This design comes from an exercise in tuning for small area on the open sky130 flow, not from production work. The RTL was checked by simulation tests, not by an equivalence proof against the original design.

==> flow/design.v (outline; a module is shown in full before it is edited, if it fits) <==
// module Cordic: 5136 lines
// module FA: 6 lines
// module XO: 5 lines
// module HA: 6 lines
module Cordic(clk,rst,phase_step,xin,yin,xout,yout);
  // ...
==> flow/flow/run.sh <==
#!/bin/bash
# The standard layout (the standard.sh, standard synthesis) with two changes to how
# cells are sized: the synthesis buffers are removed at floorplan instead of running the
# floorplan-stage timing repair on the unplaced netlist, and after global routing cells on
# paths with positive slack are downsized again (RECOVER_POWER). ORFS writes each step's
# full log under orfs/logs; make's own output goes to flow_make.log here.
set -euo pipefail
bash standard.sh REMOVE_ABC_BUFFERS=1 RECOVER_POWER=100 finish > flow_make.log 2>&1
==> flow/standard.sh <==
#!/bin/bash
# synth_recipe.tcl (not shown) runs the flow's synth.tcl, then flattens the netlist and writes it again
# the make line also repeats each setting of config.mk as NAME=value (left out here)
make -C /OpenROAD-flow-scripts/flow DESIGN_CONFIG=/design/flow/config.mk WORK_HOME=/design/flow/orfs CLKGATE_MAP_FILE= SYNTH_SCRIPT=/design/flow/synth_recipe.tcl "${@:-finish}"
==> flow/config.mk <==
export PLATFORM = sky130hd
export DESIGN_NAME = Cordic
export DESIGN_NICKNAME = Cordic
export VERILOG_FILES = /design/flow/design.v
export SDC_FILE = /design/flow/constraint.sdc
export NUM_CORES = 4
export LEC_CHECK = 0
export CAP_MARGIN = 20
export CORE_MARGIN = 2
export CORE_UTILIZATION = 70
export CTS_CLUSTER_DIAMETER = 80
export CTS_CLUSTER_SIZE = 25
export SLEW_MARGIN = 20
export SYNTH_HIERARCHICAL = 1
export SYNTH_MINIMUM_KEEP_SIZE = 0
==> flow/constraint.sdc <==
create_clock -name core_clock -period 5.0 [get_ports {clk}]
set_input_delay 1.0000 -clock core_clock [delete_from_list [all_inputs] [get_ports {clk}]]
set_output_delay 1.0000 -clock core_clock [all_outputs]
set_load 0.01 [all_outputs]
==> results_tabular.tex, run 1 <==
\begin{tabular}{lr}
\hline
Metric & Value \\
\hline
\multicolumn{2}{l}{\textbf{Drt}} \\
\quad WL final & 128 mm \\
\quad Via count & 40000 \\
\quad Met2 wirelength from detailed routing & 66.4 mm \\
\multicolumn{2}{l}{\textbf{Setup path}} \\
\quad Data arrival time of the critical path & 5.43 ns \\
\quad Crit Reg-Reg Startpoint & Z1[29]\$\_DFF\_P\_ \\
\quad Crit Path Max Fanout & 6 \\
\quad Launching element type of the critical path & flip-flop \\
\multicolumn{2}{l}{\textbf{Run status}} \\
\quad Status & timing/DRC/antenna clean \\
\multicolumn{2}{l}{\textbf{STA}} \\
\quad Highest clock frequency the design can meet & 205 MHz \\
\quad Worst Slack Setup Final & 0.118 ns \\
\multicolumn{2}{l}{\textbf{Layout}} \\
\quad Clock tree buffer count of the final layout & 77 \\
\quad FILL cells & 6684 \\
\quad Fraction of area in non-clock buffers & 0.0332 \\
\quad Top cell class by occupied area & multi-input gates \\
\quad Leading cell type in the layout, fill and taps excluded & sky130\_fd\_sc\_hd\_\_dfxtp\_1 \\
\quad FF+latch area & 28300 um\^{}2 \\
\multicolumn{2}{l}{\textbf{Logic synthesis}} \\
\quad Area fraction in compound gates after synthesis & 0.0351 \\
\quad Area contributors post-synth & sky130\_fd\_sc\_hd\_\_dfxtp\_1 40\%, sky130\_fd\_sc\_hd\_\_fa\_1 23\%, sky130\_fd\_sc\_hd\_\_xor2\_1 11\%, sky130\_fd\_sc\_hd\_\_ha\_1 7.1\%, sky130\_fd\_sc\_hd\_\_xnor2\_1 4.3\% \\
\multicolumn{2}{l}{\textbf{Floorplanning}} \\
\quad Row count & 116 \\
\quad Starting utilization of the core area & 0.705 \\
\multicolumn{2}{l}{\textbf{Clock tree}} \\
\quad CTS hold repair buffers & 0 \\
\quad CTS root buffer & sky130\_fd\_sc\_hd\_\_clkbuf\_16 \\
\multicolumn{2}{l}{\textbf{Global route}} \\
\quad Total global routing track utilization & 0.257 \\
\multicolumn{2}{l}{\textbf{Job}} \\
\quad Max-capacitance violation count & 0 \\
\hline
\end{tabular}
==> inputs of run 2 (changes only) <==
==> flow/run.sh (new file) <==
#!/bin/bash
# synth_recipe.tcl (not shown) runs the flow's synth.tcl, then flattens the netlist and writes it again
# the make line also repeats each setting of config.mk as NAME=value (left out here)
make -C /OpenROAD-flow-scripts/flow DESIGN_CONFIG=/design/flow/config.mk WORK_HOME=/design/flow/orfs CLKGATE_MAP_FILE= SYNTH_SCRIPT=/design/flow/synth_recipe.tcl finish
removed: flow/flow/run.sh
removed: flow/standard.sh
==> results_tabular.tex, run 2 <==
\begin{tabular}{lr}
\hline
Metric & Value \\
\hline
\multicolumn{2}{l}{\textbf{Run status}} \\
\quad Status & timing/DRC/antenna clean (unchanged) \\
\multicolumn{2}{l}{\textbf{STA}} \\
\quad Highest clock frequency the design can meet & 206 MHz (was 205 MHz) \\
\quad Final Setup Violations & 0 (unchanged) \\
\quad Fin crit period & 4.86 ns (was 4.88 ns) \\
\quad Number of endpoints with negative hold slack in the final report & 0 (unchanged) \\
\quad Clock tree skew after final layout & 0.0247 ns (was 0.0228 ns) \\
\quad Setup TNS & 0 ns (unchanged) \\
\quad Relative max-transition margin & 0.351 (was 0.195) \\
\quad Worst Slack Setup Final & 0.137 ns (was 0.118 ns) \\
\quad Final number of max-transition violations & 0 (unchanged) \\
\quad Slew at the pin closest to its max-slew limit & 0.971 ns (was 1.21 ns) \\
\quad Period utilization & 0.973 (was 0.976) \\
\multicolumn{2}{l}{\textbf{Clock tree}} \\
\quad CTS root buffer & sky130\_fd\_sc\_hd\_\_clkbuf\_16 (unchanged) \\
\quad Clock transition at path regs & 0.09 ns (about the same) \\
\quad Number of CTS-inserted buffers & 68 (was 67) \\
\quad Clock tree from TritonCTS & built (unchanged) \\
\quad \# clock sinks & 1409 (unchanged) \\
\quad Max clock buf depth & 3 (unchanged) \\
\quad Number of levels in the clock H-tree & 3 (unchanged) \\
\quad Clk\_lat worst skew & 0.66 ns (was 0.67 ns) \\
\multicolumn{2}{l}{\textbf{Logic synthesis}} \\
\quad Gate count of the mapped netlist & 5709 (unchanged) \\
\quad Post-synth top flop & sky130\_fd\_sc\_hd\_\_dfxtp\_1 (unchanged) \\
\quad Post-synth EDFFs & 0 (unchanged) \\
\quad Most frequently used cell type in the post-synthesis netlist & sky130\_fd\_sc\_hd\_\_dfxtp\_1 (unchanged) \\
\quad Part of the Yosys area used for sequential elements & 0.400 (unchanged) \\
\quad Yosys cell types & 81 (unchanged) \\
\quad Combined area of all synthesized cells & 70500 um\^{}2 (unchanged) \\
\quad Warnings, synthesis & 7 (unchanged) \\
\quad Syn\_area\_per\_cell & 12.4 um\^{}2 (unchanged) \\
\quad List of most frequent post-synthesis cells & 1409 x sky130\_fd\_sc\_hd\_\_dfxtp\_1, 877 x sky130\_fd\_sc\_hd\_\_xor2\_1, 806 x sky130\_fd\_sc\_hd\_\_fa\_1, 402 x sky130\_fd\_sc\_hd\_\_ha\_1, 347 x sky130\_fd\_sc\_hd\_\_xnor2\_1 (unchanged) \\
\quad Leading area contributor after synthesis & sky130\_fd\_sc\_hd\_\_dfxtp\_1 (unchanged) \\
\quad Fraction of registers with async set or reset after synthesis & 0 (unchanged) \\
\quad Share of the synthesized area in the top cell type & 0.400 (unchanged) \\
\quad Count of state elements after synthesis & 1409 (unchanged) \\
\quad Area contributors post-synth & sky130\_fd\_sc\_hd\_\_dfxtp\_1 40\%, sky130\_fd\_sc\_hd\_\_fa\_1 23\%, sky130\_fd\_sc\_hd\_\_xor2\_1 11\%, sky130\_fd\_sc\_hd\_\_ha\_1 7.1\%, sky130\_fd\_sc\_hd\_\_xnor2\_1 4.3\% (unchanged) \\
\multicolumn{2}{l}{\textbf{Setup path}} \\
\quad Type of element capturing the critical path & flip-flop (unchanged) \\
\quad Data arrival time of the critical path & 5.45 ns (was 5.43 ns) \\
\quad Most common cell type on the critical path & sky130\_fd\_sc\_hd\_\_fa\_1 (unchanged) \\
\quad Crit path largest cell delay & 0.48 ns (was 0.49 ns) \\
\quad Critical path data required time & 5.59 ns (was 5.55 ns) \\
\quad Cell class contributing the biggest share of worst-path delay & adder cells (unchanged) \\
\quad Launching element type of the critical path & flip-flop (unchanged) \\
\quad Worst-path cell with the longest stage delay & sky130\_fd\_sc\_hd\_\_dfxtp\_4 (was sky130\_fd\_sc\_hd\_\_fa\_1) \\
\quad Cells along the critical path & xnor2\_2 > fa\_1 > fa\_1 > fa\_1 > fa\_1 > fa\_1 > fa\_1 > fa\_1 > or3\_1 > nor3\_1 > a31oi\_1 > a2111oi\_2 > buf\_4 > xor2\_1 (was inv\_1 > buf\_4 > ha\_1 > fa\_1 > fa\_1 > fa\_1 > fa\_1 > fa\_1 > fa\_1 > fa\_1 > a31o\_2 > and4\_1 > ha\_1 > ha\_1 > xor2\_1) \\
\quad Worst setup path class & flip-flop to flip-flop (unchanged) \\
\quad Crit Path Max Fanout & 7 (was 6) \\
\quad CP Buf/Inv Count & 1 (was 2) \\
\multicolumn{2}{l}{\textbf{Floorplanning}} \\
\quad DIE AREA & 103000 um\^{}2 (unchanged) \\
\quad I/O pins & 110 (unchanged) \\
\quad Area of the core & 100000 um\^{}2 (unchanged) \\
\quad Starting utilization of the core area & 0.705 (unchanged) \\
\quad Die height & 321 um (unchanged) \\
\quad Floorplan die width & 321 um (unchanged) \\
\quad Row count & 116 (unchanged) \\
\multicolumn{2}{l}{\textbf{Job}} \\
\quad Max-capacitance violation count & 0 (unchanged) \\
\multicolumn{2}{l}{\textbf{Layout}} \\
\quad Biggest regs & phase\_acc (32), Z0 (31) (unchanged) \\
\quad Top register by number of flip-flops & phase\_acc (unchanged) \\
\quad Nets & 7236 (was 7249) \\
\quad FILL cells & 6469 (was 6684) \\
\quad Post-route standard cell area excluding fillers & 77100 um\^{}2 (was 76400 um\^{}2) \\
\quad Leading cell type in the layout, fill and taps excluded & sky130\_fd\_sc\_hd\_\_dfxtp\_1 (unchanged) \\
\quad Most frequent cells in the layout & 1385 x sky130\_fd\_sc\_hd\_\_dfxtp\_1, 877 x sky130\_fd\_sc\_hd\_\_xor2\_1, 679 x sky130\_fd\_sc\_hd\_\_fa\_1 (was 1388 x sky130\_fd\_sc\_hd\_\_dfxtp\_1, 877 x sky130\_fd\_sc\_hd\_\_xor2\_1, 770 x sky130\_fd\_sc\_hd\_\_fa\_1) \\
\quad Number of flip-flops in the largest register & 32 (unchanged) \\
\quad Post-layout instance count excluding filler cells & 7285 (was 7288) \\
\quad Fraction of final layout cells with drive strength greater than 1 & 0.0962 (was 0.0669) \\
\quad Layout-stage area growth over the synthesis result & 9.32\% (was 8.31\%) \\
\multicolumn{2}{l}{\textbf{Global route}} \\
\quad Number of antenna violations at the first check in global routing & 0 (was 2) \\
\quad Remaining global-route overflow & 0 (unchanged) \\
\quad Total global routing track utilization & 0.259 (was 0.257) \\
\quad Wire length of the first global-routing pass & 214 mm (was 212 mm) \\
\quad Maximum number of pins on one net before global-route repair & 60 (was 49) \\
\quad Number of global-route vias before repair & 42300 (was 42500) \\
\multicolumn{2}{l}{\textbf{Place}} \\
\quad Placed Instance Area & 74700 um\^{}2 (was 74200 um\^{}2) \\
\quad Instance count after placement with tap cells included & 7158 (was 7188) \\
\quad Count of buffers inserted at the top-level ports & 109 (unchanged) \\
\quad RePlAce Congestion & 0.891 (was 0.881) \\
\quad Final HPWL DP & 103 mm (about the same) \\
\quad Place WS & -0.733 ns (was -0.646 ns) \\
\multicolumn{2}{l}{\textbf{Drt}} \\
\quad Routed wirelength normalized by instance count & 17.7 um (was 17.5 um) \\
\quad WL final & 129 mm (was 128 mm) \\
\quad Via count & 40000 (about the same) \\
\quad Remaining design rule violation count & 0 (unchanged) \\
\quad Number of detailed-route iterations in the first pass & 6 (was 5) \\
\quad Post-route ant nets & 0 (unchanged) \\
\quad Post-DR vias/cell & 5.49 (about the same) \\
\quad Initial DRC Count & 2053 (was 1939) \\
\multicolumn{2}{l}{\textbf{Min path}} \\
\quad Worst min path class & flip-flop to flip-flop (unchanged) \\
\hline
\end{tabular}
==> run 2: cell counts after synthesis <==
No cell type changed its count.
==> run 2: metrics by stage <==
step / utilization / hold slack, ns
after floorplan: - / 0.310
after CTS: 0.766 / 0.329
after global routing: 0.771 / 0.333
final: 0.771 / 0.324
after global placement: 0.747 / 0.310
after detailed placement: 0.747 / 0.312
==> run 2: worst reg2reg max path, delay by kind of cell, from the launching register on <==
family,cells,cell delay [ns]
AOI/OAI and AO/OA,2,0.50
xor gates and xnor gates,2,0.32
adders and majority gates,7,2.77
buffers and inverters,1,0.19
DFF,1,0.48
and+or+nand+nor,2,0.52
==> run 2: routing by layer <==
layer | up-vias | part of all wire | track usage
li1 | 19400 | - | -
met3 | 175 | 0.041 | 0.0314
met4 | 0 | 0.027 | 0.0730
met1 | 19700 | 0.43 | 0.345
met5 | - | 0 | 0
met2 | 677 | 0.50 | 0.449
==> run 2: repair_timing <==
item,4_1_cts,5_1_grt
pin swaps,0,11
gates resized for setup,6,50
setup buffers,2,28
endpoints found under the setup margin,14,123
cloned,0,2
hold buffers,0,0
==> run 2: kinds of logic after synthesis <==
logic type | synth area share
compound gates | 0.0351
xor+xnor | 0.154
fa+ha+maj | 0.300
buf+inv | 0.0165
flops | 0.400
mux | 0.00640
other cells | 0.0000532
simple gates | 0.0879
==> run 2: area by class of cell <==
type                    instances  area (um^2)  area share
repair buffers                288         2550      0.0330
clock inverters                11         91.3     0.00118
diodes                          1         2.50   0.0000324
clock buffers                  83         1830      0.0238
inverters                     178          724     0.00939
multi-input cells            4017        42000       0.545
well taps                    1298         1620      0.0211
flip-flops and latches       1409        28300       0.367
==> run 2: worst paths after layout <==
check	startpoint	endpoint	slack, ns	cells after the start
worst max-delay path	Z17[14]$_DFF_P_	X18[21]$_DFF_P_	0.14	14
worst min-delay path	Z0[13]$_DFF_P_	Z1[13]$_DFF_P_	0.32	0
worst max register to register	Z17[14]$_DFF_P_	X18[21]$_DFF_P_	0.14	14
worst min register to register	Z0[13]$_DFF_P_	Z1[13]$_DFF_P_	0.32	0
==> run 2: per-module statistics from Yosys (local to each module, per instance) <==
| module | times used | flip-flops and latches | cells |
|---|---|---|---|
| Cordic | 1 | 1409 | 3905 |
| FA | 806 | 0 | 1 |
| HA | 398 | 0 | 1 |
| XO | 600 | 0 | 1 |

port drivers added, routing unchanged:
Ports are ideal in the flow. The routed layouts listed here were re-timed in OpenROAD.
Step 1, drivers: a clkbuf_16 drives clk and a buf_2 each remaining input, both assumed.
Step 2 moves the port delays by t, midway between the first and last clock arrival at a register: inputs arrive t later, outputs are due t later. That takes back most of the time a late clock gives input paths.
a / b / c = ideal ports / drivers / drivers and shift; a / b = the first two.
| run | t (ns) | slack for setup (ns) | latest minus earliest clock arrival (ns) | worst data-port slew with drivers (ns) |
|---|---|---|---|---|
| run 1 | 0.730 | 0.118 / 0.118 / -0.475 | 0.033 / 0.033 | 0.06 |
| run 2 | 0.716 | 0.137 / 0.137 / -0.398 | 0.029 / 0.029 | 0.06 |
With both steps, setup timing fails in run 1 and run 2, where it was met with ideal ports. For run 1, which loses most, drivers alone change the setup slack by 0.000 ns; drivers and shift together by -0.593 ns.
